What follows belongs to an exercise in optimizing a design on an open flow for small area; a production flow would make more cautious choices. Function was checked by simulation only, so behaviour that the tests miss may differ from the original. Power and IR drop assume default switching activity.

==> flow/design.v (excerpt) <==
module robinsun_core(
	input  logic        clk,           
	input  logic        rst,           
	input  logic        spi_sck,
	input  logic        spi_cs_n,
	input  logic        spi_sdi,
	output logic        spi_sdo,
	input  logic [5:0]  sonar_echo,    
	output logic [5:0]  sonar_trig,    
	input  logic [1:0]  key,
	input  logic [3:0]  sw,
	input  logic        start_n,       
	input  logic [5:0]  mot_pins,      
	input  logic [15:0] speed_r,
	input  logic [15:0] speed_l,
	input  logic [15:0] speed_odo_r,
	input  logic [15:0] speed_odo_l,
	input  logic [15:0] speed_b,
	input  logic [15:0] speed_fh,
	input  logic [15:0] speed_fv,
	input  logic [15:0] cpu_signal,    
	input  logic [15:0] adc,
	output logic [7:0]  config_reg,    
	output logic [15:0] pic_to_fpga,   
	output logic        parasol);
Size in the first run: roughly 200 flip-flops, ~200 I/O pins.
==> module MySPI, before the edit <==
module MySPI (
	input  logic		  theClock, theReset,
	input  logic        MySPI_clk, MySPI_cs, MySPI_sdi,
	output logic  		  MySPI_sdo,
	output logic [7:0]  Config,
	input  logic [7:0]  Status,        
	input  logic [15:0] speedR,
	input  logic [15:0] speedL,
	input  logic [15:0] speedOdoR,
	input  logic [15:0] speedOdoL,
	input  logic [15:0] speedB,
	input  logic [15:0] speedFH,
	input  logic [15:0] speedFV,
	input  logic [7:0]  dist1, dist2, dist3, dist4, dist5, dist6,
	input  logic        valid1, valid2, valid3,
	input  logic [15:0] lt24,
	input  logic [15:0] adc,
	output logic [15:0] PICtoFPGA);
logic [3:0]  SPI_clk_sync;         
logic [1:0]  SPI_cs_sync;
logic [4:0]  SPI_counter;          
logic        SPI_write;            
logic        SPI_high;             
logic [6:0]  SPI_address;          
logic [15:0] SPI_data;
function automatic logic addr_is(input logic [6:0] a);
	addr_is = ~SPI_high & (SPI_address == a);
endfunction
wire SPI_CS   = SPI_cs_sync[1];
wire SPI_rise = ~SPI_CS &  SPI_clk_sync[2] & ~SPI_clk_sync[3];
wire SPI_fall = ~SPI_CS & ~SPI_clk_sync[2] &  SPI_clk_sync[3];
wire SPI_prefall = ~SPI_CS & ~SPI_clk_sync[1] & SPI_clk_sync[2];
wire SPI_data_load   = SPI_fall & (SPI_counter == 5'd16);
wire SPI_status_load = SPI_prefall & (SPI_counter == 5'd16) & addr_is(7'h01);
wire SPI_data_update = SPI_fall & (SPI_counter == 5'd0) & SPI_write;
wire SPI_data_shift  = SPI_rise & SPI_counter[4];
wire [6:0] adr = SPI_address;
wire selConfig = ~adr[6] & ~adr[5] & ~adr[4] & ~adr[0];  
wire selStatus = ~adr[6] & ~adr[3] & adr[0];             
wire selP2F    = ~adr[6] & adr[4] & ~adr[1] & ~adr[0];   
wire selLt24   = ~adr[6] & ~adr[5] & adr[4] & adr[1];    
wire selAdc    =  adr[3];                                
wire selR      =  adr[5] & ~adr[4] & ~adr[2];            
wire selOdoR   =  adr[5] & ~adr[4] & adr[2];             
wire selL      =  adr[5] & adr[4] & ~adr[2];             
wire selOdoL   =  adr[5] & adr[4] & adr[2];              
wire selS12    =  adr[6] & ~adr[1] & adr[0];             
wire selS34    =  adr[6] & ~adr[4] & adr[1] & ~adr[0];   
wire selS56    =  adr[1] & adr[0];                       
wire selB      =  adr[6] & adr[4] & ~adr[2] & ~adr[1];   
wire selFH     =  adr[6] & adr[4] & adr[1];              
wire selFV     =  adr[6] & adr[2];                       
wire SPI_mapped = addr_is(7'h00) | addr_is(7'h01) | addr_is(7'h10) | addr_is(7'h12) |
                  addr_is(7'h19) | addr_is(7'h22) | addr_is(7'h26) | addr_is(7'h32) |
                  addr_is(7'h36) | addr_is(7'h41) | addr_is(7'h42) | addr_is(7'h43) |
                  addr_is(7'h50) | addr_is(7'h52) | addr_is(7'h54);
wire ldConfig = SPI_clk_sync[3] & selConfig;
wire ldStatus = SPI_clk_sync[3] & selStatus;
wire ldP2F    = SPI_clk_sync[3] & selP2F;
wire ldLt24   = SPI_clk_sync[3] & selLt24;
wire ldAdc    = SPI_clk_sync[3] & selAdc;
wire ldR      = SPI_clk_sync[3] & selR;
wire ldOdoR   = SPI_clk_sync[3] & selOdoR;
wire ldL      = SPI_clk_sync[3] & selL;
wire ldOdoL   = SPI_clk_sync[3] & selOdoL;
wire ldS12    = SPI_clk_sync[3] & selS12;
wire ldS34    = SPI_clk_sync[3] & selS34;
wire ldS56    = SPI_clk_sync[3] & selS56;
wire ldB      = SPI_clk_sync[3] & selB;
wire ldFH     = SPI_clk_sync[3] & selFH;
wire ldFV     = SPI_clk_sync[3] & selFV;
wire [15:0] SPI_data_next =
	({16{SPI_data_shift}} & {SPI_data[14:0], MySPI_sdi}) |
	({16{ldConfig}} & {8'b0, Config})  | ({16{ldStatus}} & {8'b0, Status}) |
	({16{ldP2F}}    & PICtoFPGA)       | ({16{ldLt24}}   & lt24)           |
	({16{ldAdc}}    & adc)             | ({16{ldR}}      & speedR)         |
	({16{ldOdoR}}   & speedOdoR)       | ({16{ldL}}      & speedL)         |
	({16{ldOdoL}}   & speedOdoL)       | ({16{ldB}}      & speedB)         |
	({16{ldFH}}     & speedFH)         | ({16{ldFV}}     & speedFV)        |
	{{8{ldS12 & valid1}} & dist1, {8{ldS12 & valid2}} & dist2} |
	{{8{ldS34 & valid3}} & dist3, {8{ldS34 & valid1}} & dist4} |
	{{8{ldS56 & valid2}} & dist5, {8{ldS56 & valid3}} & dist6};
assign MySPI_sdo = SPI_data[15];
always_ff @ (posedge theClock)
begin
	SPI_clk_sync <= {SPI_clk_sync[2:0], MySPI_clk};
	SPI_cs_sync  <= {SPI_cs_sync[0], MySPI_cs};
end
always_ff @ (posedge theClock)
begin
	if (SPI_CS) SPI_counter <= 5'd0;
		else if (SPI_rise) SPI_counter <= SPI_counter + 5'd1;
	if (SPI_rise & ~SPI_counter[4])
	begin
		SPI_address <= {SPI_address[5:0], MySPI_sdi};
		if (~SPI_counter[3]) begin
			SPI_write <= SPI_address[6];
			SPI_high  <= 1'b0;
		end else
			SPI_high  <= SPI_high | SPI_address[6];
	end
	if (SPI_data_shift | SPI_status_load | (SPI_data_load & SPI_mapped & ~addr_is(7'h01)))
		SPI_data <= SPI_data_next;
	if (theReset) PICtoFPGA[15] <= 1'b0;
		else if (SPI_data_load) PICtoFPGA[15] <= addr_is(7'h50);
	if (theReset) Config <= 8'h00;
		else if (SPI_data_update & addr_is(7'h00)) Config <= SPI_data[7:0];
	if (theReset) PICtoFPGA[14:0] <= 15'h00;
		else if (SPI_data_update & addr_is(7'h10)) PICtoFPGA[14:0] <= SPI_data[14:0];
end
endmodule
==> flow/config.mk <==
export PLATFORM = sky130hd
export DESIGN_NAME = robinsun_core
export DESIGN_NICKNAME = robinsun_core
export VERILOG_FILES = /design/flow/design.v
export SDC_FILE = /design/flow/constraint.sdc
export NUM_CORES = 4
export LEC_CHECK = 0
export CAP_MARGIN = 20
export CORE_MARGIN = 2
export CORE_UTILIZATION = 60
export PLACE_DENSITY = 0.7
export SLEW_MARGIN = 20
==> flow/constraint.sdc <==
create_clock -name core_clock -period 20.0 [get_ports {clk}]
set_input_delay 4.0000 -clock core_clock [delete_from_list [all_inputs] [get_ports {clk}]]
set_output_delay 4.0000 -clock core_clock [all_outputs]
set_load 0.01 [all_outputs]
standard.sh (not shown) runs the stock make flow with config.mk's settings and CLKGATE_MAP_FILE= SYNTH_SCRIPT=/design/flow/synth_recipe.tcl, a recipe that flattens the netlist after the stock synthesis.
==> flow/flow/run.sh <==
#!/bin/bash
# Own layout flow: the standard layout (standard.sh, ORFS) with three changes:
#  - synthesis maps the logic with an area-oriented abc script (flow/area.abc) instead of
#    ORFS's speed script; everything else in the synthesis, flip-flops included, is the standard flow's
#  - the port buffers are the smallest buffer, buf_1
#  - clock tree synthesis builds the tree of clkbuf_8 cells only and adds no dummy loads
# Each tool's output stays in orfs/logs; make's own output goes to flow_make.log.
set -euo pipefail
W=$(pwd)
F=$W/flow
{ head -n 1 synth_recipe.tcl; sed "s#@ABC_SCRIPT@#$F/area.abc#" "$F/abc_override.tcl"; tail -n +2 synth_recipe.tcl; } > "$W/own_synth.tcl"
bash standard.sh "SYNTH_SCRIPT=$W/own_synth.tcl" \
  "BUFFER_PORTS_ARGS=-buffer_cell sky130_fd_sc_hd__buf_1" \
  "CTS_ARGS=-sink_clustering_enable -repair_clock_nets -dont_use_dummy_load -buf_list sky130_fd_sc_hd__clkbuf_8" \
  finish > "$W/flow_make.log" 2>&1
==> flow/flow/abc_override.tcl <==
# abc with an area-oriented script of its own in place of ORFS's speed script
# (which buffers and upsizes for timing the 20 ns clock does not need).
# Only the combinational logic changes: flip-flops are mapped before abc.
proc abc {args} {
  set i [lsearch -exact $args -script]
  if { $i >= 0 } { set args [lreplace $args $i [expr {$i + 1}]] }
  set i [lsearch -exact $args -constr]
  if { $i >= 0 } { set args [lreplace $args $i [expr {$i + 1}]] }
  yosys abc -script @ABC_SCRIPT@ {*}$args
}
==> flow/flow/area.abc <==
strash
&get -n
&fraig -x
&put
scorr
dc2
strash
strash
&get -n
&dch -f
&nf
&put
strash
&get -n
&dch -f
&nf
&put
strash
&get -n
&dch -f
&nf
&put
strash
&get -n
&dch -f
&nf
&put
strash
&get -n
&dch -f
&nf
&put
strash
&get -n
&dch -f
&nf
&put
strash
&get -n
&dch -f
&nf
&put
strash
&get -n
&dch -f
&nf
&put
Change:
--- a/flow/design.v
+++ b/flow/design.v
@@ -34,5 +34,4 @@
 wire SPI_status_load = SPI_prefall & (SPI_counter == 5'd16) & addr_is(7'h01);
 wire SPI_data_update = SPI_fall & (SPI_counter == 5'd0) & SPI_write;
-wire SPI_data_shift  = SPI_rise & SPI_counter[4];
 wire [6:0] adr = SPI_address;
 wire selConfig = ~adr[6] & ~adr[5] & ~adr[4] & ~adr[0];  
@@ -55,30 +54,14 @@
                   addr_is(7'h36) | addr_is(7'h41) | addr_is(7'h42) | addr_is(7'h43) |
                   addr_is(7'h50) | addr_is(7'h52) | addr_is(7'h54);
-wire ldConfig = SPI_clk_sync[3] & selConfig;
-wire ldStatus = SPI_clk_sync[3] & selStatus;
-wire ldP2F    = SPI_clk_sync[3] & selP2F;
-wire ldLt24   = SPI_clk_sync[3] & selLt24;
-wire ldAdc    = SPI_clk_sync[3] & selAdc;
-wire ldR      = SPI_clk_sync[3] & selR;
-wire ldOdoR   = SPI_clk_sync[3] & selOdoR;
-wire ldL      = SPI_clk_sync[3] & selL;
-wire ldOdoL   = SPI_clk_sync[3] & selOdoL;
-wire ldS12    = SPI_clk_sync[3] & selS12;
-wire ldS34    = SPI_clk_sync[3] & selS34;
-wire ldS56    = SPI_clk_sync[3] & selS56;
-wire ldB      = SPI_clk_sync[3] & selB;
-wire ldFH     = SPI_clk_sync[3] & selFH;
-wire ldFV     = SPI_clk_sync[3] & selFV;
-wire [15:0] SPI_data_next =
-	({16{SPI_data_shift}} & {SPI_data[14:0], MySPI_sdi}) |
-	({16{ldConfig}} & {8'b0, Config})  | ({16{ldStatus}} & {8'b0, Status}) |
-	({16{ldP2F}}    & PICtoFPGA)       | ({16{ldLt24}}   & lt24)           |
-	({16{ldAdc}}    & adc)             | ({16{ldR}}      & speedR)         |
-	({16{ldOdoR}}   & speedOdoR)       | ({16{ldL}}      & speedL)         |
-	({16{ldOdoL}}   & speedOdoL)       | ({16{ldB}}      & speedB)         |
-	({16{ldFH}}     & speedFH)         | ({16{ldFV}}     & speedFV)        |
-	{{8{ldS12 & valid1}} & dist1, {8{ldS12 & valid2}} & dist2} |
-	{{8{ldS34 & valid3}} & dist3, {8{ldS34 & valid1}} & dist4} |
-	{{8{ldS56 & valid2}} & dist5, {8{ldS56 & valid3}} & dist6};
+wire [15:0] SPI_load_value =
+	({16{selConfig}} & {8'b0, Config})  | ({16{selStatus}} & {8'b0, Status}) |
+	({16{selP2F}}    & PICtoFPGA)       | ({16{selLt24}}   & lt24)           |
+	({16{selAdc}}    & adc)             | ({16{selR}}      & speedR)         |
+	({16{selOdoR}}   & speedOdoR)       | ({16{selL}}      & speedL)         |
+	({16{selOdoL}}   & speedOdoL)       | ({16{selB}}      & speedB)         |
+	({16{selFH}}     & speedFH)         | ({16{selFV}}     & speedFV)        |
+	{{8{selS12 & valid1}} & dist1, {8{selS12 & valid2}} & dist2} |
+	{{8{selS34 & valid3}} & dist3, {8{selS34 & valid1}} & dist4} |
+	{{8{selS56 & valid2}} & dist5, {8{selS56 & valid3}} & dist6};
 assign MySPI_sdo = SPI_data[15];
 always_ff @ (posedge theClock)
@@ -100,6 +83,6 @@
 			SPI_high  <= SPI_high | SPI_address[6];
 	end
-	if (SPI_data_shift | SPI_status_load | (SPI_data_load & SPI_mapped & ~addr_is(7'h01)))
-		SPI_data <= SPI_data_next;
+	if (SPI_rise & SPI_counter[4]) SPI_data <= { SPI_data[14:0], MySPI_sdi };
+		else if (SPI_status_load | (SPI_data_load & SPI_mapped & ~addr_is(7'h01))) SPI_data <= SPI_load_value;
 	if (theReset) PICtoFPGA[15] <= 1'b0;
 		else if (SPI_data_load) PICtoFPGA[15] <= addr_is(7'h50);
Result:
- cell count does not change
- flip-flop and latch count stays the same
- global-route usage is lower by 0.26 points
- fmax is higher slightly
- final area barely changes
- worst setup slack is better by 0.053 ns
- worst hold slack hardly moves
- sequential power is higher slightly
- non-clock buffer count is lower by 2
- synthesized area is higher slightly

[what the ideal ports hide]
No port has a modelled driver above. Below, the same layouts with a new extraction and two added sets of constraints.
Step 1, drivers: a clkbuf_16 drives clk and a buf_2 each remaining input, both assumed.
Step 2, shift: input delay + t, output delay - t, t = (earliest + latest rising clock arrival at the registers) / 2. This alone moves slack from input paths to output paths.
a / b / c = ideal ports / drivers / drivers and shift; a / b = the first two.
| run | t, ns | setup WS [ns] | clock arrival spread, ns |
|---|---|---|---|
| the first run | 0.480 | 14.426 / 14.390 / 14.046 | 0.028 / 0.028 |
| the second run | 0.487 | 14.479 / 14.474 / 14.007 | 0.031 / 0.032 |
After both steps setup and hold are still met in every run listed. For the second run, which loses most, drivers alone change the setup slack by -0.005 ns; drivers and shift together by -0.472 ns.
